Background: an optimization exercise with open tools, aiming at small area and a short achievable clock period. Do not read the settings as production practice.
No run shown here included a check of the RTL's function; only the layout flow was run.
Power is estimated from default activity; no workload was simulated.

[flow/design.v]
module FP16_add #(
    parameter C0 = 1,    
    parameter C1 = 1,    
    parameter C2 = 1,    
    parameter C3 = 1,    
    parameter C4 = 1,    
    parameter C5 = 1     
)(
    input wire [15:0]data1,
    input wire [15:0]data2,
    input wire clk,
    input wire rst,
    input wire input_valid,
    output reg [15:0]data_o,
    output reg output_update
    );
    localparam NS = C0 + C1 + C2 + C3 + C4 + C5;
    reg [NS-1:0] vld;
    always @(posedge clk or posedge rst) begin
        if (rst) vld <= {NS{1'b0}};
        else     vld <= {vld[NS-2:0], input_valid};
    end
    always @(*) output_update = vld[NS-1];
    wire [15:0] a, b;
    generate if (C0) begin : g0
        reg [15:0] ra, rb;
        always @(posedge clk) begin ra <= data1; rb <= data2; end
        assign a = ra; assign b = rb;
    end else begin : n0
        assign a = data1; assign b = data2;
    end endgenerate
    wire ovf_0 = (&a) | (&b);
    wire gt = a[14:0] > b[14:0];
    wire [4:0] ea = a[14:10], eb = b[14:10];
    wire eq0 = ~(|ea) & ~(|eb);
    wire [4:0] dab = ea - eb, dba = eb - ea;
    wire [4:0] d_0 = gt ? dab : dba;
    wire [4:0] eh_0 = gt ? ea : eb;
    wire [9:0] fh_0 = gt ? a[9:0] : b[9:0];
    wire [9:0] fl_0 = gt ? b[9:0] : a[9:0];
    wire sh_0 = gt ? a[15] : b[15];
    wire sub_0 = a[15] ^ b[15];
    wire lh_0 = (gt ? |eb : |ea) | eq0;    
    wire zall_0 = eq0 & ~gt;
    wire [1:0] kill_0 = {ovf_0, zall_0};
    wire [4:0] d_1, eh_1; wire [9:0] fh_1, fl_1; wire sh_1, sub_1, lh_1; wire [1:0] kill_1;
    generate if (C1) begin : g1
        reg [4:0] r_d, r_eh; reg [9:0] r_fh, r_fl; reg r_sh, r_sub, r_lh; reg [1:0] r_kill;
        always @(posedge clk) begin
            r_d <= d_0; r_eh <= eh_0; r_fh <= fh_0; r_fl <= fl_0;
            r_sh <= sh_0; r_sub <= sub_0; r_lh <= lh_0; r_kill <= kill_0;
        end
        assign d_1 = r_d; assign eh_1 = r_eh; assign fh_1 = r_fh; assign fl_1 = r_fl;
        assign sh_1 = r_sh; assign sub_1 = r_sub; assign lh_1 = r_lh; assign kill_1 = r_kill;
    end else begin : n1
        assign d_1 = d_0; assign eh_1 = eh_0; assign fh_1 = fh_0; assign fl_1 = fl_0;
        assign sh_1 = sh_0; assign sub_1 = sub_0; assign lh_1 = lh_0; assign kill_1 = kill_0;
    end endgenerate
    wire [22:0] low23 = {2'b01, fl_1, 11'd0} >> d_1;
    wire big = (d_1 > 5'd12) | ~lh_1;
    wire [12:0] al_1 = big ? 13'd0 : low23[21:9];
    wire st_1 = big ? 1'b0 : |low23[8:0];
    wire [12:0] al_2; wire st_2; wire [4:0] eh_2; wire [9:0] fh_2; wire sh_2, sub_2; wire [1:0] kill_2;
    generate if (C2) begin : g2
        reg [12:0] r_al; reg r_st; reg [4:0] r_eh; reg [9:0] r_fh; reg r_sh, r_sub; reg [1:0] r_kill;
        always @(posedge clk) begin
            r_al <= al_1; r_st <= st_1; r_eh <= eh_1; r_fh <= fh_1;
            r_sh <= sh_1; r_sub <= sub_1; r_kill <= kill_1;
        end
        assign al_2 = r_al; assign st_2 = r_st; assign eh_2 = r_eh; assign fh_2 = r_fh;
        assign sh_2 = r_sh; assign sub_2 = r_sub; assign kill_2 = r_kill;
    end else begin : n2
        assign al_2 = al_1; assign st_2 = st_1; assign eh_2 = eh_1; assign fh_2 = fh_1;
        assign sh_2 = sh_1; assign sub_2 = sub_1; assign kill_2 = kill_1;
    end endgenerate
    wire [14:0] hf = {2'b01, fh_2, 3'd0};
    wire [14:0] lf = {1'b0, al_2, st_2};
    wire [14:0] s_2 = sub_2 ? hf - lf : hf + lf;
    wire [14:0] s_3; wire [4:0] eh_3; wire sh_3; wire [1:0] kill_3;
    generate if (C3) begin : g3
        reg [14:0] r_s; reg [4:0] r_eh; reg r_sh; reg [1:0] r_kill;
        always @(posedge clk) begin
            r_s <= s_2; r_eh <= eh_2; r_sh <= sh_2; r_kill <= kill_2;
        end
        assign s_3 = r_s; assign eh_3 = r_eh; assign sh_3 = r_sh; assign kill_3 = r_kill;
    end else begin : n3
        assign s_3 = s_2; assign eh_3 = eh_2; assign sh_3 = sh_2; assign kill_3 = kill_2;
    end endgenerate
    reg [3:0] lz;
    integer i;
    always @(*) begin
        lz = 4'd12;
        for (i = 3; i <= 14; i = i + 1)
            if (s_3[i]) lz = 14 - i;
    end
    wire zero_3 = ~(|s_3[14:3]);
    wire [14:0] n_3 = s_3 << lz;
    wire [10:0] m_3 = n_3[14:4];
    wire rnd_3 = n_3[3] & (n_3[4] | (|n_3[2:0]));
    wire [6:0] e_3 = {2'b00, eh_3} + 7'd1 - {3'd0, lz};
    wire [1:0] kill3 = {kill_3[1], kill_3[0] | zero_3};
    wire [10:0] m_4; wire rnd_4; wire [6:0] e_4; wire sh_4; wire [1:0] kill_4;
    generate if (C4) begin : g4
        reg [10:0] r_m; reg r_rnd; reg [6:0] r_e; reg r_sh; reg [1:0] r_kill;
        always @(posedge clk) begin
            r_m <= m_3; r_rnd <= rnd_3; r_e <= e_3; r_sh <= sh_3; r_kill <= kill3;
        end
        assign m_4 = r_m; assign rnd_4 = r_rnd; assign e_4 = r_e; assign sh_4 = r_sh; assign kill_4 = r_kill;
    end else begin : n4
        assign m_4 = m_3; assign rnd_4 = rnd_3; assign e_4 = e_3; assign sh_4 = sh_3; assign kill_4 = kill3;
    end endgenerate
    wire [11:0] mr = {1'b0, m_4} + {11'd0, rnd_4};
    wire [6:0] ef = e_4 + {6'd0, mr[11]};
    wire [15:0] res = kill_4[1] ? 16'hffff :
                      kill_4[0] ? 16'h0000 :
                      (ef[6:5] == 2'b01) ? 16'hffff :
                      ef[6] ? 16'h0000 : {sh_4, ef[4:0], mr[9:0]};
    generate if (C5) begin : g5
        reg [15:0] r_o;
        always @(posedge clk) r_o <= res;
        always @(*) data_o = r_o;
    end else begin : n5
        always @(*) data_o = res;
    end endgenerate
endmodule
[flow/run.sh]
#!/bin/bash
# synth_recipe.tcl (not shown) runs the flow's synth.tcl, then flattens the netlist and writes it again
# the make line also repeats each setting of config.mk as NAME=value (left out here)
make -C /OpenROAD-flow-scripts/flow DESIGN_CONFIG=/design/flow/config.mk WORK_HOME=/design/flow/orfs CLKGATE_MAP_FILE= SYNTH_SCRIPT=/design/flow/synth_recipe.tcl finish
[flow/config.mk]
export PLATFORM = sky130hd
export DESIGN_NAME = FP16_add
export DESIGN_NICKNAME = FP16_add
export VERILOG_FILES = /design/flow/design.v
export SDC_FILE = /design/flow/constraint.sdc
export NUM_CORES = 4
export LEC_CHECK = 0
export CAP_MARGIN = 20
export CORE_MARGIN = 2
export CORE_UTILIZATION = 40
export PLACE_DENSITY = 0.6
export SLEW_MARGIN = 20
[flow/constraint.sdc]
create_clock -name core_clock -period 4.0 [get_ports {clk}]
set_input_delay 0.8000 -clock core_clock [delete_from_list [all_inputs] [get_ports {clk}]]
set_output_delay 0.8000 -clock core_clock [all_outputs]
set_load 0.01 [all_outputs]
==> results of run 1 <==
[report_power, final]
part           internal [mW]  switching, mW
clock network           1.08          0.676
logic                  0.942           1.01
registers               2.06          0.340
total                   4.09           2.03
[registers in the layout, summed over array words and instances, names as in the netlist, 5 cells and up]
name / cells
g5.r_o: 16
g4.r_e: 7
vld: 6
g0.ra: 16
g2.r_fh: 10
g2.r_eh: 5
g1.r_fl: 10
g1.r_d: 5
g3.r_eh: 5
g1.r_eh: 5
g0.rb: 16
g1.r_fh: 10
g4.r_m: 11
g3.r_s: 15
g2.r_al: 13
[critical path: stages, from the launching register on]
cell and delay, ns:
dfxtp_1 0.30, ha_1 0.20, and3_1 0.21, and4_1 0.22, and3_1 0.21, and3_1 0.19
ha_1 0.20, ha_1 0.21, and3_1 0.22, nand3_1 0.10, xnor2_1 0.07, nor2_1 0.66
o21ai_0 0.21, nand2b_1 0.12
[layout by cell type, fill, tap and decap left out, drive strengths merged, types with 13 or more instances in the layout]
cell	synthesis	layout
mux2i	20	20
a21o	17	17
ha	54	54
clkbuf	21	18
nor2	40	40
xnor2	20	20
a21oi	36	36
dfxtp	161	161
mux2	27	27
o21ai	47	47
clkdlybuf4s50	0	51
nand4	13	13
nand2	47	47
nand2b	17	17
inv	64	69
[per-stage QoR]
step                cell area [µm²]  hold WS, ns
floorplan                      7372       0.3096
global placement               8087       0.3102
detailed placement             8087       0.3121
CTS                            8738       0.3266
global route                   8745       0.3310
finish                         8745       0.3249
[per-layer routing]
layer | global-route usage | vias up | wire (µm)
li1 | - | 2730 | -
met1 | 0.1922 | 2473 | 6806
met2 | 0.2624 | 145 | 7354
met3 | 0.02959 | 34 | 528
met4 | 0.07211 | 0 | 423
met5 | 0 | - | 0
[path summary, 6_finish.rpt]
kind	slack (ns)	start	to	cells after the start
setup / recovery	0.82	g4.r_m[0]$_DFF_P_	g5.r_o[0]$_SDFF_PP1_	13
hold / removal	0.32	g3.r_sh$_DFF_P_	g4.r_sh$_DFF_P_	0
setup reg to reg	0.82	g4.r_m[0]$_DFF_P_	g5.r_o[0]$_SDFF_PP1_	13
hold reg to reg	0.32	g3.r_sh$_DFF_P_	g4.r_sh$_DFF_P_	0
max in group asynchronous	3.21	rst	vld[4]$_DFF_PP0_	2
min in group asynchronous	0.58	rst	vld[5]$_DFF_PP0_	2
[layout make-up]
class,instances,area [µm²]
Sequential cell,167,3373
Clock inverter,14,212.7
Multi-Input combinational cell,494,3672
Clock buffer,18,439.2
Fill cell,1722,9280
Timing Repair Buffer,52,518.0
Tap cell,229,286.5
Inverter,64,242.7
[cells by family (layout without fill, tap and decap cells)]
family | Yosys count | after routing | share of synthesized area
AND/OR/NAND/NOR | 183 | 183 | 0.1256
AO/OA/AOI/OAI | 172 | 172 | 0.1546
flip-flops | 167 | 167 | 0.4576
buffers and inverters | 89 | 148 | 0.04718
adder cells (fa/ha/maj) | 58 | 58 | 0.1025
multiplexers | 49 | 49 | 0.07451
XOR/XNOR | 32 | 32 | 0.03802
==> results.txt, run 1 <==
outcome finished clean; DRT iter0 DRCs 455; Async S/R FF share, synth 0.03593; Slew headroom 0.3865; final cycle utilization of the critical path 0.7944; Post-Route WL 15.11 mm; Synth Net Count 843; Setup violations, final 0; Synth cell types 69; global route overflow 0; setup bufs post-CTS 0; All-Layer GR Usage 0.1555; largest net degree at the start of global routing 49; CP Data Arrival Time 3.54 ns; Worst VDD drop 0.3625 mV; Final #Nets 889; first-pass GRT wire length 24.64 mm; Max Slew Vio Count 0; Data required, critical path 4.36 ns; ranking of synthesized cells by area dfxtp_1 44%, ha_1 9.2%, inv_1 3.1%; unrepaired setup endpoints after global routing no; # diodes 0; CTS root buf clkbuf_16; sequential area share after synthesis 0.4576; Die Area 19530 µm²; Synth Instances 750; Post-synth EDFFs 0; Leakage 3.751 nW; Yosys reg bits 167; most frequent cells after synthesis 161 x dfxtp_1, 61 x inv_1, 54 x ha_1; hold-fix buffers at CTS 0; RePlAce Congestion 0.8641; Initial Util 0.4090; cts bufs inserted 17; Pre-antenna DRT Iters 5; Resized cells post-CTS 0; Max Cap Violations 0; placed insts 1006; H-tree level count 4; share of the synthesized area in the top cell type 0.4372; crit path launch type flip-flop; placement row count 49; Worst-Margin Slew 0.9189 ns; via count 5382; Die X 139.8 µm; WL/cell 14.56 µm; PortBufs 51; post-route insts no fill 1038; fmax 314.7 MHz; clk sinks 167; Ports 52; DR DRC count 0; hpwl dp 11.53 mm; area of the core 18020 µm²; Final Hold Fails 0; Clock Pin Slew Worst Setup and Hold Paths 0.06 ns; worst min-delay path class reg2reg; Worst-Skew Late Latency 0.42 ns; crit path kind reg2reg; Fin Setup TNS 0 ns; total power draw 6.114 mW; share of cells above drive strength 1 0.06551; post-route ant nets 0; Top FF cell, synth dfxtp_1; Final Util 0.4851; Layout area overhead 18.62%; CP max FO 16; pre-CTS setup slack 0.8596 ns; power density cells 699.2 nW/µm²; Avg Cell Area, Syn 9.829 µm²; synthesized cell area 7372 µm²; TritonCTS clock tree done; die height 139.8 µm; vias per std cell 5.185; Yosys Warn Count 1; initial antenna violation count 0; vias in the first global route 5147; top-count cell post-synth dfxtp_1; min Tclk post-route 3.178 ns; crit path capture type flip-flop; Final WS setup 0.8225 ns; CTS Buffer Depth 2; Post-Route Skew 0.01425 ns; cell taking the most area after synthesis dfxtp_1
==> run 2, diff against run 1 <==
--- a/flow/design.v
+++ b/flow/design.v
@@ -1,4 +1,4 @@
 module FP16_add #(
-    parameter C0 = 1,    
+    parameter C0 = 0,    
     parameter C1 = 1,    
     parameter C2 = 1,    
==> results.txt, run 2 <==
Ports 52 (unchanged); Die X 134.0 µm (-4.1%); worst setup path start g3.r_s[10]$_DFF_P_; DR DRC count 0 (unchanged); Synth cell types 75 (+8.7%); R2R Path End g4.r_e[5]$_DFF_P_; Worst VDD drop 0.3674 mV (+1.3%); vias in the first global route 5147 (unchanged); Synth Instances 719 (-4.1%); Max Cap Violations 0 (unchanged); Synth Net Count 812 (-3.7%); Worst-Skew Late Latency 0.41 ns (about the same); outcome finished clean; share of cells above drive strength 1 0.09974 (+0.03423); Post-Route WL 14.48 mm (-4.2%); CTS Buffer Depth 2 (unchanged); top-count cell post-synth dfxtp_1; most frequent cells in the layout 129 x dfxtp_1, 62 x inv_1, 54 x ha_1, 53 x o21ai_0, 51 x clkdlybuf4s50_1; most frequent cells after synthesis 129 x dfxtp_1, 62 x inv_1, 54 x ha_1; Max Slew Vio Count 0 (unchanged); PortBufs 51 (unchanged); Reg power frac 0.355 (-0.038); Clock Pin Slew Worst Setup and Hold Paths 0.06 ns (about the same); Setup violations, final 0 (unchanged); clk sinks 134 (-20%); min Tclk post-route 3.051 ns (-0.1262 ns); post-route ant nets 0 (unchanged); final cycle utilization of the critical path 0.7628 (-0.03154); area of the core 16520 µm² (-8.3%); global route overflow 0 (unchanged); share of the synthesized area in the top cell type 0.3821 (-0.05512); Hold Path End g2.r_eh[4]$_DFF_P_; hold path start g1.r_eh[4]$_DFF_P_; Yosys reg bits 134 (-20%); synthesized cell area 6759 µm² (-8.3%); die height 134.0 µm (-4.1%); cts bufs inserted 17 (unchanged); Final Hold Fails 0 (unchanged); Worst Hold Path Cells 0 (unchanged); # diodes 0 (unchanged); sequential area share after synthesis 0.4006 (-0.05698); via count 5156 (-4.2%); Data required, critical path 4.35 ns (about the same); CP max FO 18 (+2); hpwl dp 11.41 mm (-0.98%); R2R Setup Slk 0.95 ns (+0.13 ns); Resized cells post-CTS 0 (unchanged); clock share of power 0.285 (-0.002); total power draw 5.717 mW (-6.5%); Worst-Margin Slew 0.8906 ns (-0.02837 ns); crit path launch type flip-flop; Comb power frac 0.360 (+0.040); internal power 3.708 mW (-9.2%); initial antenna violation count 0 (unchanged); Layout area overhead 20.23%; Fin Setup TNS 0 ns (unchanged); worst min-delay path class reg2reg; CTS root buf clkbuf_16; reg2reg start g3.r_s[10]$_DFF_P_; crit path kind reg2reg; largest net degree at the start of global routing 49 (unchanged); setup bufs post-CTS 0 (unchanged); vias per std cell 5.146 (-0.76%); fmax 327.7 MHz (+4.1%); Yosys Warn Count 1 (unchanged); All-Layer GR Usage 0.1704 (+0.01485); WL/cell 14.45 µm (-0.77%); RePlAce Congestion 0.8976 (+3.9%); Die Area 17950 µm² (-8.1%); CP Data Arrival Time 3.40 ns (-0.14 ns); switching pwr 2.008 mW (-1.0%); ranking of synthesized cells by area dfxtp_1 38%, ha_1 10%, o21ai_0 3.9%; Post-synth EDFFs 0 (unchanged); DRT iter0 DRCs 333 (-27%); Leakage 3.478 nW (-7.3%); crit path capture type flip-flop; unrepaired setup endpoints after global routing no; Slew headroom 0.4055 (+0.01894); Top FF cell, synth dfxtp_1; Async S/R FF share, synth 0.03731 (+0.001385); switching part of the total 0.3513 (+0.01950); Post-Route Skew 0.01046 ns (-0.003797 ns); most common cell after layout, fill and taps aside dfxtp_1; power density cells 703.5 nW/µm² (+0.61%); Final #Nets 862 (-3.0%); first-pass GRT wire length 24.54 mm (-0.39%); pre-CTS setup slack 0.6587 ns (-0.2009 ns); r2r worst-path depth 12 (-1); Initial Util 0.4090 (about the same); max reg flops 16; hold-fix buffers at CTS 0 (unchanged); Final WS setup 0.9486 ns (+0.1262 ns); Reg with most FFs g5.r_o; Largest regs g5.r_o x16, g3.r_s x15, g2.r_al x13; H-tree level count 4 (unchanged); TritonCTS clock tree done; cell taking the most area after synthesis dfxtp_1; Pre-antenna DRT Iters 4 (-1); placement row count 47 (-4.1%); Avg Cell Area, Syn 9.401 µm² (-4.4%)
[run 2: worst max path at each step]
stage                    endpoint  slack (ns)  depth (start not counted)
2_1_floorplan  g1.r_fl[3]$_DFF_P_        1.28                          9
3_3_place_gp   g1.r_fl[6]$_DFF_P_        0.73                          9
3_5_place_dp   g1.r_fl[6]$_DFF_P_        0.66                          9
4_1_cts         g4.r_e[5]$_DFF_P_        0.96                         12
5_1_grt         g4.r_e[5]$_DFF_P_        0.71                         12
6_report        g4.r_e[5]$_DFF_P_        0.95                         12
[run 2: final cells by class]
class | instances | area (µm²)
clock buffers | 17 | 425.4
clock inverters | 15 | 209.0
fillers | 1525 | 8398
inverters | 65 | 245.2
multi-input cells | 494 | 3696
flip-flops and latches | 134 | 2708
well taps | 220 | 275.3
repair buffers | 57 | 568.0
[run 2: logic make-up (layout without fill, tap and decap cells)]
group,count (synthesis),after routing,share of synthesized area
AOI/OAI and AO/OA,183,183,0.1851
xor gates and xnor gates,32,32,0.04147
adders and majority gates,58,58,0.1118
buffers and inverters,91,154,0.05479
DFF,134,134,0.4006
muxes,40,40,0.07182
and+or+nand+nor,181,181,0.1344
[run 2: worst max-delay path: stages (launching register included)]
cell	delay (ns)
dfxtp_1	0.48
nor2_1	0.10
o31ai_1	0.26
or2_1	0.55
inv_1	0.18
ha_1	0.32
inv_1	0.04
ha_1	0.22
fa_1	0.41
a21oi_1	0.15
nor2_1	0.05
nor2_1	0.11
xnor2_1	0.12
[run 2: routing by layer]
| layer | GRT usage | share of wire | vias to the layer above |
|---|---|---|---|
| met1 | 0.2128 | 0.47 | 2368 |
| met2 | 0.2869 | 0.48 | 120 |
| met4 | 0.06678 | 0.017 | 0 |
| met5 | 0 | 0 | - |
| met3 | 0.03741 | 0.036 | 21 |
| li1 | - | - | 2647 |
[run 2: power by group through the flow]
stage	clock, mW	sequential (mW)	combinational [mW]
after floorplan	0	1.97	1.51
after global placement	0	2.05	2.04
after detailed placement	0	2.06	2.04
after CTS	1.66	2.03	2.06
after global routing	1.72	2.08	2.30
final	1.63	2.03	2.06
[run 2: metrics by stage]
| stage | util | cells | hold WS [ns] | cell area (µm²) |
|---|---|---|---|---|
| 2_1_floorplan | - | 719 | 0.3096 | 6759 |
| 3_3_place_gp | 0.4534 | 970 | 0.3119 | 7492 |
| 3_5_place_dp | 0.4534 | 970 | 0.3121 | 7492 |
| 4_1_cts | 0.4918 | 1002 | 0.3269 | 8127 |
| 5_1_grt | 0.4918 | 1002 | 0.3281 | 8127 |
| 6_report | 0.4918 | 1002 | 0.3259 | 8127 |
==> run 3, diff against run 2 <==
--- a/flow/design.v
+++ b/flow/design.v
@@ -2,7 +2,7 @@
     parameter C0 = 0,    
     parameter C1 = 1,    
-    parameter C2 = 1,    
+    parameter C2 = 0,    
     parameter C3 = 1,    
-    parameter C4 = 1,    
+    parameter C4 = 0,    
     parameter C5 = 1     
 )(
==> results.txt, run 3 <==
top-count cell post-synth dfxtp_1; WL/cell 16.72 µm (+16%); crit path kind reg2reg; All-Layer GR Usage 0.2308 (+0.06045); Post-Route WL 16.89 mm (+17%); Worst-Skew Late Latency 0.35 ns (-0.06 ns); vias per std cell 5.617 (+9.2%); CP delay by family, top compound AO/OA/AOI/OAI gates; r2r worst-path depth 20 (+8); most frequent cells after synthesis 74 x dfxtp_1, 66 x inv_1, 53 x nand2_1; crit path launch type flip-flop; outcome finished with violations; min Tclk post-route 4.185 ns (+1.134 ns); cell count along the critical path 20 (+8); CTS root buf clkbuf_16; most frequent cells in the layout 91 x buf_4, 69 x dfxtp_1, 65 x inv_1, 53 x nand2_1, 51 x clkdlybuf4s50_1; Reg with most FFs g5.r_o; Final #Nets 915 (+6.1%); TritonCTS clock tree done; share of cells above drive strength 1 0.2313 (+0.1316); post-route ant nets 0 (unchanged); Violated Checks setup timing; Layout area overhead 35.37%; Pre-antenna DRT Iters 6 (+2); Final Hold Fails 0 (unchanged); PortBufs 51 (unchanged); crit path capture type flip-flop; Slew headroom 0.6103 (+0.2048); Clock Pin Slew Worst Setup and Hold Paths 0.07 ns (about the same); Die Area 15230 µm² (-15%); Avg Cell Area, Syn 8.216 µm² (-13%); CTS Buffer Depth 2 (unchanged); Final Hold Slack 0.3274 ns (+0.001557 ns); final cycle utilization of the critical path 1.046 (+0.2835); initial antenna violation count 0 (unchanged); CP max stage delay 0.43 ns (-0.12 ns); CP endpoint g5.r_o[7]$_SDFF_PP1_; die height 123.4 µm (-7.9%); Leakage 3.396 nW (-2.3%); Async S/R FF share, synth 0.03896 (+0.001648); vias in the first global route 5612 (+9.0%); unrepaired setup endpoints after global routing yes; Yosys reg bits 77 (-43%); fmax 238.9 MHz (-27%); sequential area share after synthesis 0.2730 (-0.1276); cts bufs inserted 9 (-8); CP Data Arrival Time 4.44 ns (+1.04 ns); DRT iter0 DRCs 499 (+50%); Synth Instances 694 (-3.5%); most common cell after layout, fill and taps aside buf_4; power density cells 761.9 nW/µm² (+8.3%); Yosys Warn Count 1 (unchanged); # diodes 0 (unchanged); share of the synthesized area in the top cell type 0.2598 (-0.1223); Data required, critical path 4.26 ns (-0.09 ns); buffers and inverters on the worst path 2 (unchanged); area of the core 13880 µm² (-16%); hpwl dp 13.47 mm (+18%); synthesized cell area 5702 µm² (-16%); R2R Path End g5.r_o[7]$_SDFF_PP1_; post-route insts no fill 1010 (+0.80%); max reg flops 16 (unchanged); pre-CTS setup slack -0.3714 ns (-1.030 ns); global route overflow 0 (unchanged); reg2reg start g3.r_s[4]$_DFF_P_; Fin Setup TNS -2.183 ns (-2.183 ns); H-tree level count 3 (-1); placement row count 43 (-8.5%); via count 5673 (+10%); first-pass GRT wire length 27.35 mm (+11%); Ports 52 (unchanged); hold-fix buffers at CTS 0 (unchanged); Max Slew Vio Count 0 (unchanged); Final WS setup -0.1853 ns (-1.134 ns); Post-synth EDFFs 0 (unchanged); largest net degree at the start of global routing 31 (-37%); CP max FO 6 (-12); R2R Setup Slk -0.19 ns (-1.13 ns); CP cell instances nand2b_4, a221o_2, a211o_4, inv_8, mux2i_4, mux2i_4, a221oi_2, a211oi_2, nand3b_1, fa_2, inv_2, ha_4, fa_2, a21oi_4, o21bai_4, xnor2_4, nor2_2, nand2_1, a21oi_1, a311oi_1; Worst-Margin Slew 0.5833 ns (-0.3072 ns); placed insts 986 (+1.6%); DR DRC count 0 (unchanged); cell taking the most area after synthesis dfxtp_1; Top FF cell, synth dfxtp_1; Crit-path slowest cell a211o_4; worst setup path start g3.r_s[4]$_DFF_P_; Die X 123.4 µm (-7.9%); Synth cell types 69 (-8.0%); clk sinks 77 (-43%); Setup violations, final 15 (+15); worst min-delay path class reg2reg; ranking of synthesized cells by area dfxtp_1 26%, ha_1 11%, inv_1 4.3%; Synth Net Count 784 (-3.4%); Post-Route Skew 0.009505 ns (-0.0009525 ns); Initial Util 0.4108 (+0.001737); Worst VDD drop 0.2856 mV (-22%); Max Cap Violations 0 (unchanged); RePlAce Congestion 0.9795 (+9.1%); Largest regs g5.r_o x16, g3.r_s x15
## run 3: cell types whose count changed in the layout (fill, tap and decap cells not counted), moves of 6 or more
cell,delta
clkbuf_16,-8
o21ai_0,-13
dfxtp_1,-60
a21oi_1,+10
and3_1,-6
nor2b_1,+6
a21oi_2,+7
nand2_1,+6
xnor2_1,-6
buf_4,+86
## run 3: how the worst min path moves through the flow
| stage | startpoint | endpoint | slack, ns | depth (start not counted) |
|---|---|---|---|---|
| 6_report | g1.r_sh$_DFF_P_ | g3.r_sh$_DFF_P_ | 0.33 | 0 |
| 3_5_place_dp | g1.r_sh$_DFF_P_ | g3.r_sh$_DFF_P_ | 0.31 | 0 |
| 4_1_cts | g1.r_sh$_DFF_P_ | g3.r_sh$_DFF_P_ | 0.33 | 0 |
| 2_1_floorplan | g1.r_eh[0]$_DFF_P_ | g3.r_eh[0]$_DFF_P_ | 0.31 | 0 |
| 5_1_grt | g1.r_kill[0]$_DFF_P_ | g3.r_kill[0]$_DFF_P_ | 0.33 | 0 |
| 3_3_place_gp | g1.r_sh$_DFF_P_ | g3.r_sh$_DFF_P_ | 0.32 | 0 |
## run 3: power by group
part / leakage, nW / total [mW] / internal (mW) / switching (mW)
Combinational: 2.59 / 3.88 / 1.91 / 1.97
Sequential: 0.657 / 1.16 / 1.00 / 0.156
Clock: 0.151 / 0.847 / 0.498 / 0.349
## run 3: cell type report
cell class,instances,area [µm²]
Fill cell,1276,6162
Multi-Input combinational cell,524,4134
Sequential cell,77,1565
Timing Repair Buffer,144,1216
Inverter,69,266.5
Clock buffer,9,225.2
Tap cell,180,225.2
Clock inverter,7,86.33
## run 3: logic make-up (layout without fill, tap and decap cells)
family | Yosys count | count (layout) | share of synthesized area
flip-flops | 77 | 77 | 0.2730
AO/OA/AOI/OAI | 210 | 211 | 0.2445
XOR/XNOR | 23 | 23 | 0.03533
AND/OR/NAND/NOR | 192 | 192 | 0.1663
multiplexers | 43 | 43 | 0.08865
buffers and inverters | 94 | 229 | 0.06495
adder cells (fa/ha/maj) | 55 | 55 | 0.1273
## run 3: per-stage QoR
step,total power [mW],util,cell area (µm²)
floorplan,3.316,-,5926
global placement,4.654,0.5183,7194
detailed placement,4.694,0.5183,7194
CTS,5.810,0.5532,7679
global route,6.278,0.5561,7719
finish,5.881,0.5561,7719
## run 3: layer usage
metal	part of all wire	track usage	vias up	routed length (µm)
li1	-	-	2782	-
met1	0.43	0.2787	2680	7274
met2	0.50	0.4011	180	8395
met3	0.044	0.03828	31	750
met4	0.028	0.1030	0	469
met5	0	0	-	0
## run 3: what timing repair did
item | in CTS | in global routing
gates resized for setup | 26 | 10
setup buffers | 7 | 1
pin swaps | 20 | 11
setup endpoints to repair | 16 | 18
cloned | 1 | 0
==> run 4, diff against run 3 <==
--- a/flow/design.v
+++ b/flow/design.v
@@ -3,7 +3,7 @@
     parameter C1 = 1,    
     parameter C2 = 0,    
-    parameter C3 = 1,    
-    parameter C4 = 0,    
-    parameter C5 = 1     
+    parameter C3 = 0,    
+    parameter C4 = 1,    
+    parameter C5 = 0     
 )(
     input wire [15:0]data1,
==> results.txt, run 4 <==
outcome finished with violations; Violated Checks setup timing; Leakage 4.185 nW (+23%); Post-Route Skew 0.006102 ns (-0.003404 ns); Yosys reg bits 59 (-23%); Synth Instances 706 (+1.7%); DRT iter0 DRCs 287 (-42%); Final WS setup -0.8496 ns (-0.6643 ns); Post-synth EDFFs 0 (unchanged); vias per std cell 5.472 (-2.6%); H-tree level count 3 (unchanged); Die Area 15860 µm² (+4.2%); placement row count 44 (+2.3%); RePlAce Congestion 0.9380 (-4.2%); most frequent cells in the layout 214 x buf_4, 58 x inv_1, 53 x nand2_1, 53 x dfxtp_1, 39 x ha_1; largest net degree at the start of global routing 30 (-3.2%); Synth Net Count 801 (+2.2%); Worst-Skew Late Latency 0.33 ns (-0.02 ns); Post-Route WL 19.77 mm (+17%); first-pass GRT wire length 31.97 mm (+17%); CP max stage delay 0.55 ns (+0.12 ns); DR DRC count 0 (unchanged); Die X 125.9 µm (+2.1%); crit path capture type flip-flop; fmax 206.2 MHz (-14%); die height 125.9 µm (+2.1%); Layout area overhead 54.50%; sequential area share after synthesis 0.2003 (-0.07273); Critical Path Most Common Cell ha_4; post-route ant nets 0 (unchanged); # diodes 0 (unchanged); cts bufs inserted 9 (unchanged); Top FF cell, synth dfxtp_1; Avg Cell Area, Syn 8.425 µm² (+2.5%); max reg flops 11 (-5); r2r worst-path depth 24 (+20%); global route overflow 0 (unchanged); Largest regs g4.r_m x11, g1.r_fh x10, g1.r_fl x10; hpwl dp 15.36 mm (+14%); Pre-antenna DRT Iters 5 (-1); Max Slew Vio Count 0 (unchanged); Async S/R FF share, synth 0.03390 (-0.005063); Yosys Warn Count 1 (unchanged); Ports 52 (unchanged); Hold Path End g4.r_kill[1]$_DFF_P_; Synth cell types 87 (+26%); vias in the first global route 6324 (+13%); cell taking the most area after synthesis dfxtp_1; CP delay by family, top compound AO/OA/AOI/OAI gates; Final #Nets 1068 (+17%); share of cells above drive strength 1 0.4274 (+0.1961); reg2reg start g1.r_d[0]$_DFF_P_; Reg with most FFs g4.r_m; CP Data Arrival Time 5.07 ns (+0.63 ns); most frequent cells after synthesis 66 x inv_1, 59 x nand2_1, 57 x dfxtp_1; crit path launch type flip-flop; most common cell after layout, fill and taps aside buf_4; total power draw 5.815 mW (-1.1%); power density cells 632.7 nW/µm² (-17%); clk sinks 59 (-23%); buffers and inverters on the worst path 6 (+4); final cycle utilization of the critical path 1.212 (+0.1661); worst min-delay path class reg2reg; PortBufs 51 (unchanged); CTS root buf clkbuf_16; top-count cell post-synth inv_1; R2R Path End g4.r_e[3]$_DFF_P_; Worst Hold Path Cells 0 (unchanged); min Tclk post-route 4.850 ns (+0.6643 ns); Worst-Margin Slew 0.7248 ns (+0.1414 ns); WL/cell 17.01 µm (+1.7%); initial antenna violation count 0 (unchanged); ranking of synthesized cells by area dfxtp_1 19%, ha_1 12%, mux2i_1 4.9%; Final Hold Slack 0.3262 ns (-0.001237 ns); Final Hold Fails 0 (unchanged); share of the synthesized area in the top cell type 0.1918 (-0.06798); via count 6359 (+12%); Max Cap Violations 0 (unchanged); hold path start g1.r_kill[1]$_DFF_P_; Data required, critical path 4.22 ns (-0.04 ns); area of the core 14530 µm² (+4.7%); Initial Util 0.4093 (-0.001499); Crit-path slowest cell mux4_2; TritonCTS clock tree done; synthesized cell area 5948 µm² (+4.3%); All-Layer GR Usage 0.2467 (+0.01586); R2R Setup Slk -0.85 ns (-0.66 ns); crit path kind reg2reg; unrepaired setup endpoints after global routing yes; Worst VDD drop 0.2714 mV (-4.9%); CP cell instances mux4_2, mux2i_2, nand4_1, a21boi_2, and2_4, ha_4, and3_4, o211a_4, o211ai_1, a21oi_2, nor2_2, nor4_4, buf_4, nor2_4, o31a_1, clkinv_4, ha_4, inv_2, ha_4, inv_2, fa_2, buf_4, buf_6, xnor2_2; CTS Buffer Depth 2 (unchanged); CP max FO 8 (+2); Setup violations, final 20 (+5); Slew headroom 0.5117 (-0.09858); Clock Pin Slew Worst Setup and Hold Paths 0.06 ns (about the same)
[run 4: worst max-delay path by stage]
stage                             end  slack (ns)  cells past startpoint               from
floorplan           g4.r_e[5]$_DFF_P_       -0.93                     28  g1.r_d[0]$_DFF_P_
detailed placement  g4.r_e[5]$_DFF_P_       -1.12                     27  g1.r_d[0]$_DFF_P_
global route        g4.r_e[5]$_DFF_P_       -1.08                     24  g1.r_d[0]$_DFF_P_
finish              g4.r_e[3]$_DFF_P_       -0.85                     24  g1.r_d[0]$_DFF_P_
global placement    g4.r_e[5]$_DFF_P_       -1.09                     27  g1.r_d[0]$_DFF_P_
CTS                 g4.r_e[3]$_DFF_P_       -0.85                     25  g1.r_d[0]$_DFF_P_
[run 4: repair_timing]
item / in CTS / in global routing
gates cloned: 1 / 0
buffers inserted: 44 / 11
pin swaps: 43 / 30
endpoints found under the hold margin: 0 / 0
resized for setup: 140 / 44
hold buffers: 0 / 0
setup endpoints to repair: 36 / 33
[run 4: worst reg2reg max path, cell delays in order (launching register included)]
cell and delay, ns:
dfxtp_4 0.42, mux4_2 0.55, mux2i_2 0.21, nand4_1 0.18, a21boi_2 0.19, and2_4 0.17
ha_4 0.13, and3_4 0.18, o211a_4 0.22, o211ai_1 0.24, a21oi_2 0.25, nor2_2 0.07
nor4_4 0.23, buf_4 0.18, nor2_4 0.04, o31a_1 0.30, clkinv_4 0.08, ha_4 0.19
inv_2 0.06, ha_4 0.13, inv_2 0.03, fa_2 0.33, buf_4 0.14, buf_6 0.11
xnor2_2 0.12
[run 4: per-layer routing]
metal | vias up | part of all wire | track usage
li1 | 3145 | - | -
met1 | 2988 | 0.45 | 0.3338
met2 | 199 | 0.48 | 0.4187
met3 | 27 | 0.053 | 0.03229
met4 | 0 | 0.018 | 0.05882
met5 | - | 0 | 0
[run 4: power by group]
part | switching [mW] | internal [mW] | total, mW
clock network | 0.289 | 0.428 | 0.716
registers | 0.146 | 0.745 | 0.891
logic | 2.03 | 2.17 | 4.21
[run 4: layout make-up]
cell class / instances / area (µm²)
Multi-Input combinational cell: 551 / 4937
Tap cell: 184 / 230.2
Sequential cell: 59 / 1199
Inverter: 68 / 262.8
Fill cell: 1239 / 5344
Timing Repair Buffer: 284 / 2278
Clock inverter: 7 / 57.56
Clock buffer: 9 / 225.2
[run 4: stage by stage]
stage	instances	worst slack (ns)	area (µm²)	TNS [ns]	util
after global routing	1162	-1.085	9190	-16.52	0.6323
after floorplan	706	-0.9266	6040	-7.974	-
after detailed placement	1094	-1.116	7969	-17.48	0.5483
after global placement	1094	-1.088	7969	-16.76	0.5483
final	1162	-0.8496	9190	-12.87	0.6323
after CTS	1154	-0.8457	8959	-11.26	0.6164
[run 4: kinds of logic (layout without fill, tap and decap cells)]
logic type / Yosys count / in the layout / synth area share
buffers and inverters: 96 / 368 / 0.07425
muxes: 58 / 58 / 0.1220
AOI/OAI and AO/OA: 208 / 208 / 0.2617
adders and majority gates: 60 / 60 / 0.1313
xor gates and xnor gates: 29 / 29 / 0.04270
and+or+nand+nor: 196 / 196 / 0.1679
DFF: 59 / 59 / 0.2003
==> run 5, diff against run 4 <==
--- a/flow/design.v
+++ b/flow/design.v
@@ -1,9 +1,9 @@
 module FP16_add #(
-    parameter C0 = 0,    
+    parameter C0 = 1,    
     parameter C1 = 1,    
-    parameter C2 = 0,    
-    parameter C3 = 0,    
+    parameter C2 = 1,    
+    parameter C3 = 1,    
     parameter C4 = 1,    
-    parameter C5 = 0     
+    parameter C5 = 1     
 )(
     input wire [15:0]data1,
@@ -76,5 +76,5 @@
     wire [14:0] hf = {2'b01, fh_2, 3'd0};
     wire [14:0] lf = {1'b0, al_2, st_2};
-    wire [14:0] s_2 = sub_2 ? hf - lf : hf + lf;
+    wire [14:0] s_2 = hf + (lf ^ {15{sub_2}}) + {14'd0, sub_2};
     wire [14:0] s_3; wire [4:0] eh_3; wire sh_3; wire [1:0] kill_3;
     generate if (C3) begin : g3
@@ -110,6 +110,13 @@
         assign m_4 = m_3; assign rnd_4 = rnd_3; assign e_4 = e_3; assign sh_4 = sh_3; assign kill_4 = kill3;
     end endgenerate
-    wire [11:0] mr = {1'b0, m_4} + {11'd0, rnd_4};
-    wire [6:0] ef = e_4 + {6'd0, mr[11]};
+    reg [11:0] mr;
+    integer j;
+    always @(*) begin
+        for (j = 0; j < 11; j = j + 1)
+            mr[j] = m_4[j] ^ (rnd_4 & (&(m_4 & ((11'd1 << j) - 11'd1))));
+        mr[11] = rnd_4 & (&m_4);
+    end
+    wire [6:0] e_4p = e_4 + 7'd1;
+    wire [6:0] ef = mr[11] ? e_4p : e_4;
     wire [15:0] res = kill_4[1] ? 16'hffff :
                       kill_4[0] ? 16'h0000 :
--- a/flow/config.mk
+++ b/flow/config.mk
@@ -6,7 +6,9 @@
 export NUM_CORES = 4
 export LEC_CHECK = 0
+export ABC_AREA = 1
 export CAP_MARGIN = 20
 export CORE_MARGIN = 2
 export CORE_UTILIZATION = 40
 export PLACE_DENSITY = 0.6
+export SETUP_SLACK_MARGIN = 1.0
 export SLEW_MARGIN = 20
==> results.txt, run 5 <==
Final WS setup 1.324 ns (+2.173 ns); PortBufs 51 (unchanged); clk sinks 167 (+180%); worst min-delay path class reg2reg; post-route ant nets 0 (unchanged); synthesized cell area 6990 µm² (+18%); Setup violations, final 0 (-100%); initial antenna violation count 0 (unchanged); vias per std cell 4.747 (-13%); Pre-antenna DRT Iters 7 (+2); TritonCTS clock tree done; Yosys Warn Count 1 (unchanged); Fillers 1641 (+32%); Die X 136.2 µm (+8.1%); CP max stage delay 0.39 ns (-0.16 ns); power density cells 753.7 nW/µm² (+19%); final instance area 8337 µm² (-9.3%); vias in the first global route 5076 (-20%); cts bufs inserted 17 (+8); Fin Setup TNS 0 ns (+12.87 ns); Ports 52 (unchanged); Initial Util 0.4070 (-0.002285); Async S/R FF share, synth 0.03593 (+0.002030); first-pass GRT wire length 22.90 mm (-28%); crit path capture type flip-flop; share of the synthesized area in the top cell type 0.4611 (+0.2692); crit path launch type flip-flop; dpl cell area 7665 µm² (-3.8%); Die Area 18550 µm² (+17%); most common cell after layout, fill and taps aside nand2_1; share of cells above drive strength 1 0.06629 (-0.3611); min Tclk post-route 2.676 ns (-2.173 ns); CP delay by family, top adder cells; placement row count 48 (+9.1%); top-count cell post-synth nand2_1; CP Data Arrival Time 2.99 ns (-2.08 ns); Slew headroom 0.4697 (-0.04199); area of the core 17180 µm² (+18%); cell taking the most area after synthesis dfxtp_1; outcome finished clean; via count 5293 (-17%); Final #Nets 957 (-10%); Crit-path slowest cell fa_1; Max Cap Violations 0 (unchanged); Final Hold Fails 0 (unchanged); fmax 373.7 MHz (+81%); Leakage 3.801 nW (-9.2%); hpwl dp 10.34 mm (-33%); Clock Pin Slew Worst Setup and Hold Paths 0.06 ns (about the same); pre-CTS setup slack 1.178 ns (+2.294 ns); CTS root buf clkbuf_16; Synth Instances 825 (+17%); most frequent cells in the layout 181 x nand2_1, 161 x dfxtp_1, 88 x o21ai_0, 77 x inv_1, 51 x clkdlybuf4s50_1; RePlAce Congestion 0.9006 (-4.0%); unrepaired setup endpoints after global routing no; buffers and inverters on the worst path 5 (-1); sequential area share after synthesis 0.4825 (+0.2823); Layout area overhead 19.26%; Synth cell types 47 (-46%); Data required, critical path 4.31 ns (+0.09 ns); All-Layer GR Usage 0.1564 (-0.09034); Max Slew Vio Count 0 (unchanged); Final Util 0.4854 (-0.1470); Worst VDD drop 0.3276 mV (+21%); H-tree level count 4 (+1); Avg Cell Area, Syn 8.473 µm² (+0.57%); # diodes 0 (unchanged); Top FF cell, synth dfxtp_1; Synth Net Count 905 (+13%); crit path kind reg2reg; CP max FO 16 (+8); Yosys reg bits 167 (+180%); CTS Buffer Depth 2 (unchanged); Post-Route Skew 0.007888 ns (+0.001786 ns); final cycle utilization of the critical path 0.6690 (-0.5434); DR DRC count 0 (unchanged); WL/cell 12.04 µm (-29%); Post-synth EDFFs 0 (unchanged); die height 136.2 µm (+8.1%); CP cell instances inv_1, o211ai_1, nand3_1, nand3_1, nand3_1, nand2_4, clkinvlp_4, ha_1, inv_1, ha_1, inv_1, fa_1, inv_1, a21oi_1, nor2_1, nor2_1, xor2_1; Post-Route WL 13.42 mm (-32%); Worst-Skew Late Latency 0.42 ns (+0.09 ns); most frequent cells after synthesis 181 x nand2_1, 161 x dfxtp_1, 88 x o21ai_0; ranking of synthesized cells by area dfxtp_1 46%, nand2_1 9.7%, ha_1 7.5%; Worst-Margin Slew 0.7943 ns (+0.06955 ns); DRT iter0 DRCs 317 (+10%); Critical Path Most Common Cell inv_1; Final Hold Slack 0.3254 ns (-0.0007550 ns); largest net degree at the start of global routing 39 (+30%); global route overflow 0 (unchanged); Largest regs g0.ra x16, g0.rb x16, g5.r_o x16
run 5: per-stage QoR:
stage | power [mW] | instances
after floorplan | 3.975 | 825
after global placement | 4.551 | 1079
after detailed placement | 4.552 | 1079
after CTS | 6.285 | 1111
after global routing | 6.772 | 1115
final | 6.284 | 1115
run 5: report_power, final:
part / switching, mW / internal (mW) / leakage (nW) / total [mW]
Clock: 0.696 / 1.01 / 0.304 / 1.71
Sequential: 0.215 / 2.08 / 1.42 / 2.29
Combinational: 1.38 / 0.910 / 2.08 / 2.29
Total: 2.29 / 4.00 / 3.80 / 6.28
run 5: final cells by class:
cell class / count / area, µm² / share of cell area
tap: 225 / 281.5 / 0.03377
sequential: 167 / 3373 / 0.4046
clock buffer: 17 / 425.4 / 0.05103
clock inverter: 15 / 207.7 / 0.02491
timing repair buffer: 56 / 548.0 / 0.06574
inverter: 82 / 311.5 / 0.03737
multi-input combinational: 553 / 3189 / 0.3826
run 5: logic make-up after synthesis:
group | count (synthesis) | share of synthesized area
AND/OR/NAND/NOR | 315 | 0.1985
flip-flops | 167 | 0.4825
AO/OA/AOI/OAI | 153 | 0.1226
buffers and inverters | 105 | 0.06193
adder cells (fa/ha/maj) | 45 | 0.08377
XOR/XNOR | 37 | 0.04636
multiplexers | 3 | 0.004296
run 5: path summary, 6_finish.rpt:
path,startpoint,to,slack [ns],depth (start not counted)
min,g1.r_fh[0]$_DFF_P_,g2.r_fh[0]$_DFF_P_,0.33,0
min reg2reg,g1.r_fh[0]$_DFF_P_,g2.r_fh[0]$_DFF_P_,0.33,0
max reg2reg,g3.r_s[6]$_DFF_P_,g4.r_e[5]$_DFF_P_,1.32,17
max,g3.r_s[6]$_DFF_P_,g4.r_e[5]$_DFF_P_,1.32,17
min in group asynchronous,rst,vld[5]$_DFF_PP0_,0.58,2
max in group asynchronous,rst,vld[0]$_DFF_PP0_,3.24,2
run 5: routing by layer:
layer,vias to the layer above,track usage,share of wire
met5,-,0,0
met4,0,0.06134,0.021
met3,21,0.03430,0.031
met2,110,0.2649,0.48
met1,2341,0.1933,0.46
li1,2821,-,-
run 5: timing repair:
action                     in CTS  in global routing
hold buffers                    0                  0
setup endpoints to repair       0                  1
setup buffers                   0                  4
gates resized for setup         0                  2
==> run 6, diff against run 5 <==
--- a/flow/config.mk
+++ b/flow/config.mk
@@ -11,4 +11,3 @@
 export CORE_UTILIZATION = 40
 export PLACE_DENSITY = 0.6
-export SETUP_SLACK_MARGIN = 1.0
 export SLEW_MARGIN = 20
==> results.txt, run 6 <==
outcome finished clean; Pre-antenna DRT Iters 5 (-2); ranking of synthesized cells by area dfxtp_1 46%, nand2_1 9.7%, ha_1 7.5%; Critical Path Most Common Cell inv_1; Crit-path slowest cell inv_1; RePlAce Congestion 0.9006 (unchanged); Die X 136.2 µm (unchanged); post-synthesis mux area share 0.004296 (unchanged); cell taking the most area after synthesis dfxtp_1; CP cell instances inv_1, o211ai_1, nand3_1, nand3_1, nand3_1, nand2_2, inv_1, ha_1, inv_1, ha_1, inv_1, fa_1, inv_1, a21oi_1, nor2_1, nor2_1, xor2_1; R2R Setup Slk 1.16 ns (-0.16 ns); Initial Util 0.4070 (unchanged); Resized cells post-CTS 0 (unchanged); Max Cap Violations 0 (unchanged); crit path launch type flip-flop; Post-Route WL 13.32 mm (-0.78%); PortBufs 51 (unchanged); share of the synthesized area in the top cell type 0.4611 (unchanged); synthesized cell area 6990 µm² (unchanged); Layout area overhead 18.70%; Worst VDD drop 0.3259 mV (-0.52%); Leakage 3.786 nW (-0.42%); area of the core 17180 µm² (unchanged); Ports 52 (unchanged); Synth Net Count 905 (unchanged); DR DRC count 0 (unchanged); post-route ant nets 0 (unchanged); top-count cell post-synth nand2_1; sequential area share after synthesis 0.4825 (unchanged); Worst-Skew Late Latency 0.42 ns (about the same); most frequent cells after synthesis 181 x nand2_1, 161 x dfxtp_1, 88 x o21ai_0; Slew headroom 0.4698 (about the same); Post-Synth XOR/XNOR Area 0.04636 (unchanged); fmax 352.0 MHz (-5.8%); register area 3373 µm² (unchanged); crit path capture type flip-flop; Clock Pin Slew Worst Setup and Hold Paths 0.07 ns (about the same); Yosys reg bits 167 (unchanged); Data required, critical path 4.31 ns (about the same); Final Util 0.4831 (-0.002258); CP Data Arrival Time 3.15 ns (+0.16 ns); adder-cell area share of the yosys netlist 0.08377 (unchanged); combinational family with the most area after synthesis simple AND/OR/NAND/NOR gates; clk sinks 167 (unchanged); unrepaired setup endpoints after global routing no; All-Layer GR Usage 0.1564 (unchanged); first-pass GRT wire length 22.90 mm (unchanged); CTS Buffer Depth 2 (unchanged); hold-fix buffers at CTS 0 (unchanged); vias in the first global route 5076 (unchanged); Post-synth EDFFs 0 (unchanged); DRT iter0 DRCs 324 (+2.2%); share of cells above drive strength 1 0.06095 (-0.005344); power density cells 750.3 nW/µm² (-0.45%); Die Area 18550 µm² (unchanged); CTS root buf clkbuf_16; Synth cell types 47 (unchanged); Async S/R FF share, synth 0.03593 (unchanged); Fillers 1643 (+0.12%); H-tree level count 4 (unchanged); cts bufs inserted 17 (unchanged); # diodes 0 (unchanged); Yosys Warn Count 1 (unchanged); TritonCTS clock tree done; CP max FO 16 (unchanged); vias per std cell 4.718 (-0.61%); Setup violations, final 0 (unchanged); Post-Route Skew 0.007747 ns (-0.0001404 ns); Worst-Margin Slew 0.7942 ns (-0.0001533 ns); Largest regs g0.ra x16, g0.rb x16, g5.r_o x16; WL/cell 11.99 µm (-0.42%); initial antenna violation count 0 (unchanged); min Tclk post-route 2.841 ns (+0.1648 ns); die height 136.2 µm (unchanged); most frequent cells in the layout 181 x nand2_1, 161 x dfxtp_1, 88 x o21ai_0, 78 x inv_1, 51 x clkdlybuf4s50_1; Max Slew Vio Count 0 (unchanged); Avg Cell Area, Syn 8.473 µm² (unchanged); crit path kind reg2reg; Final Hold Fails 0 (unchanged); setup bufs post-CTS 0 (unchanged); total power draw 6.226 mW (-0.91%); largest net degree at the start of global routing 39 (unchanged); Synth Area in Simple Gates 0.1985 (unchanged); Fin Setup TNS 0 ns (unchanged); most common cell after layout, fill and taps aside nand2_1; Top FF cell, synth dfxtp_1; Multi-input gate area 3184 µm² (-0.16%); via count 5242 (-0.96%); final cycle utilization of the critical path 0.7103 (+0.04121); Final #Nets 953 (-0.42%); Compound-Gate Fraction of Synth Area 0.1226 (unchanged); global route overflow 0 (unchanged); placement row count 48 (unchanged); hpwl dp 10.34 mm (unchanged); CP max stage delay 0.39 ns (about the same); Synth Instances 825 (unchanged); worst min-delay path class reg2reg
## run 6: cell counts after synthesis
No cell type changed its count.
## run 6: layer usage
layer,share of wire,routed length [µm],vias to the layer above,GRT usage
met5,0,0,-,0
met1,0.47,6227,2308,0.1933
li1,-,-,2815,-
met3,0.032,422,20,0.03430
met2,0.48,6386,99,0.2649
met4,0.021,284,0,0.06134
## run 6: kinds of logic (layout without fill, tap and decap cells)
kind of cell               Yosys count  in the layout
and+or+nand+nor                    315            315
DFF                                167            167
AOI/OAI and AO/OA                  153            153
buffers and inverters              105            166
adders and majority gates           45             45
xor gates and xnor gates            37             37
muxes                                3              3
## run 6: metrics by stage
stage          hold slack (ns)  setup slack [ns]  cell area, µm²  cells
6_report                0.3253             1.159            8298   1111
2_1_floorplan           0.3096             1.573            6990    825
3_3_place_gp            0.3103             1.210            7665   1079
5_1_grt                 0.3331            0.8246            8298   1111
4_1_cts                 0.3274             1.161            8298   1111
3_5_place_dp            0.3121             1.178            7665   1079
## run 6: worst max-delay path: cells and delay by family, from the launching register on
kind	cells	cell delay, ns
DFF	1	0.29
xor gates and xnor gates	1	0.13
and+or+nand+nor	6	0.58
adders and majority gates	3	0.86
AOI/OAI and AO/OA	2	0.17
buffers and inverters	5	0.71
## run 6: where the power goes
group	switching, mW	internal, mW	total (mW)	leakage (nW)
Sequential	0.216	2.08	2.29	1.42
Clock	0.697	1.01	1.71	0.304
Combinational	1.35	0.873	2.23	2.06
## run 6: path summary, 6_finish.rpt
check | start | end | cells after the start
worst min-delay path | g1.r_fh[0]$_DFF_P_ | g2.r_fh[0]$_DFF_P_ | 0
max in group asynchronous | rst | vld[0]$_DFF_PP0_ | 2
min in group asynchronous | rst | vld[5]$_DFF_PP0_ | 2
worst max register to register | g3.r_s[5]$_DFF_P_ | g4.r_e[5]$_DFF_P_ | 17
worst max-delay path | g3.r_s[5]$_DFF_P_ | g4.r_e[5]$_DFF_P_ | 17
worst min register to register | g1.r_fh[0]$_DFF_P_ | g2.r_fh[0]$_DFF_P_ | 0
## run 6: layout make-up
class                           instances  area share
Clock buffer                           17     0.05127
Timing Repair Buffer                   52     0.06242
Clock inverter                         15     0.02503
Multi-Input combinational cell        553      0.3837
Inverter                               82     0.03709
Tap cell                              225     0.03393
Sequential cell                       167      0.4065

==> port drivers added, routing unchanged <==
Ports are ideal in the flow. The routed layouts listed here were re-timed in OpenROAD.
Step 1 (the two cells are an assumption about what drives the block):
set clk [get_ports {clk}]
set_driving_cell -lib_cell sky130_fd_sc_hd__clkbuf_16 $clk
set_driving_cell -lib_cell sky130_fd_sc_hd__buf_2 [delete_from_list [all_inputs] $clk]
Step 2, shift: input delay + t, output delay - t, t = (earliest + latest rising clock arrival at the registers) / 2. This alone moves slack from input paths to output paths.
a / b / c = no drivers / after step 1 / after step 2; a / b = the first two.
run	t (ns)	setup WS [ns]	worst setup path after step 2	worst register clock-pin slew, ns	worst data-port slew with drivers (ns)
run 1	0.457	0.822 / 0.822 / 0.822	register to register	0.07 / 0.07	0.03
run 2	0.452	0.949 / 0.949 / 0.680	input to register	0.06 / 0.06	0.04
run 3	0.387	-0.185 / -0.185 / -0.185	register to register	0.07 / 0.07	0.04
run 4	0.357	-0.850 / -0.850 / -0.850	register to register	0.06 / 0.06	0.05
run 5	0.463	1.324 / 1.324 / 1.324	register to register	0.07 / 0.07	0.04
run 6	0.461	1.159 / 1.159 / 1.159	register to register	0.07 / 0.07	0.04
For run 2, which loses most, drivers alone change the setup slack by 0.000 ns; drivers and shift together by -0.269 ns.
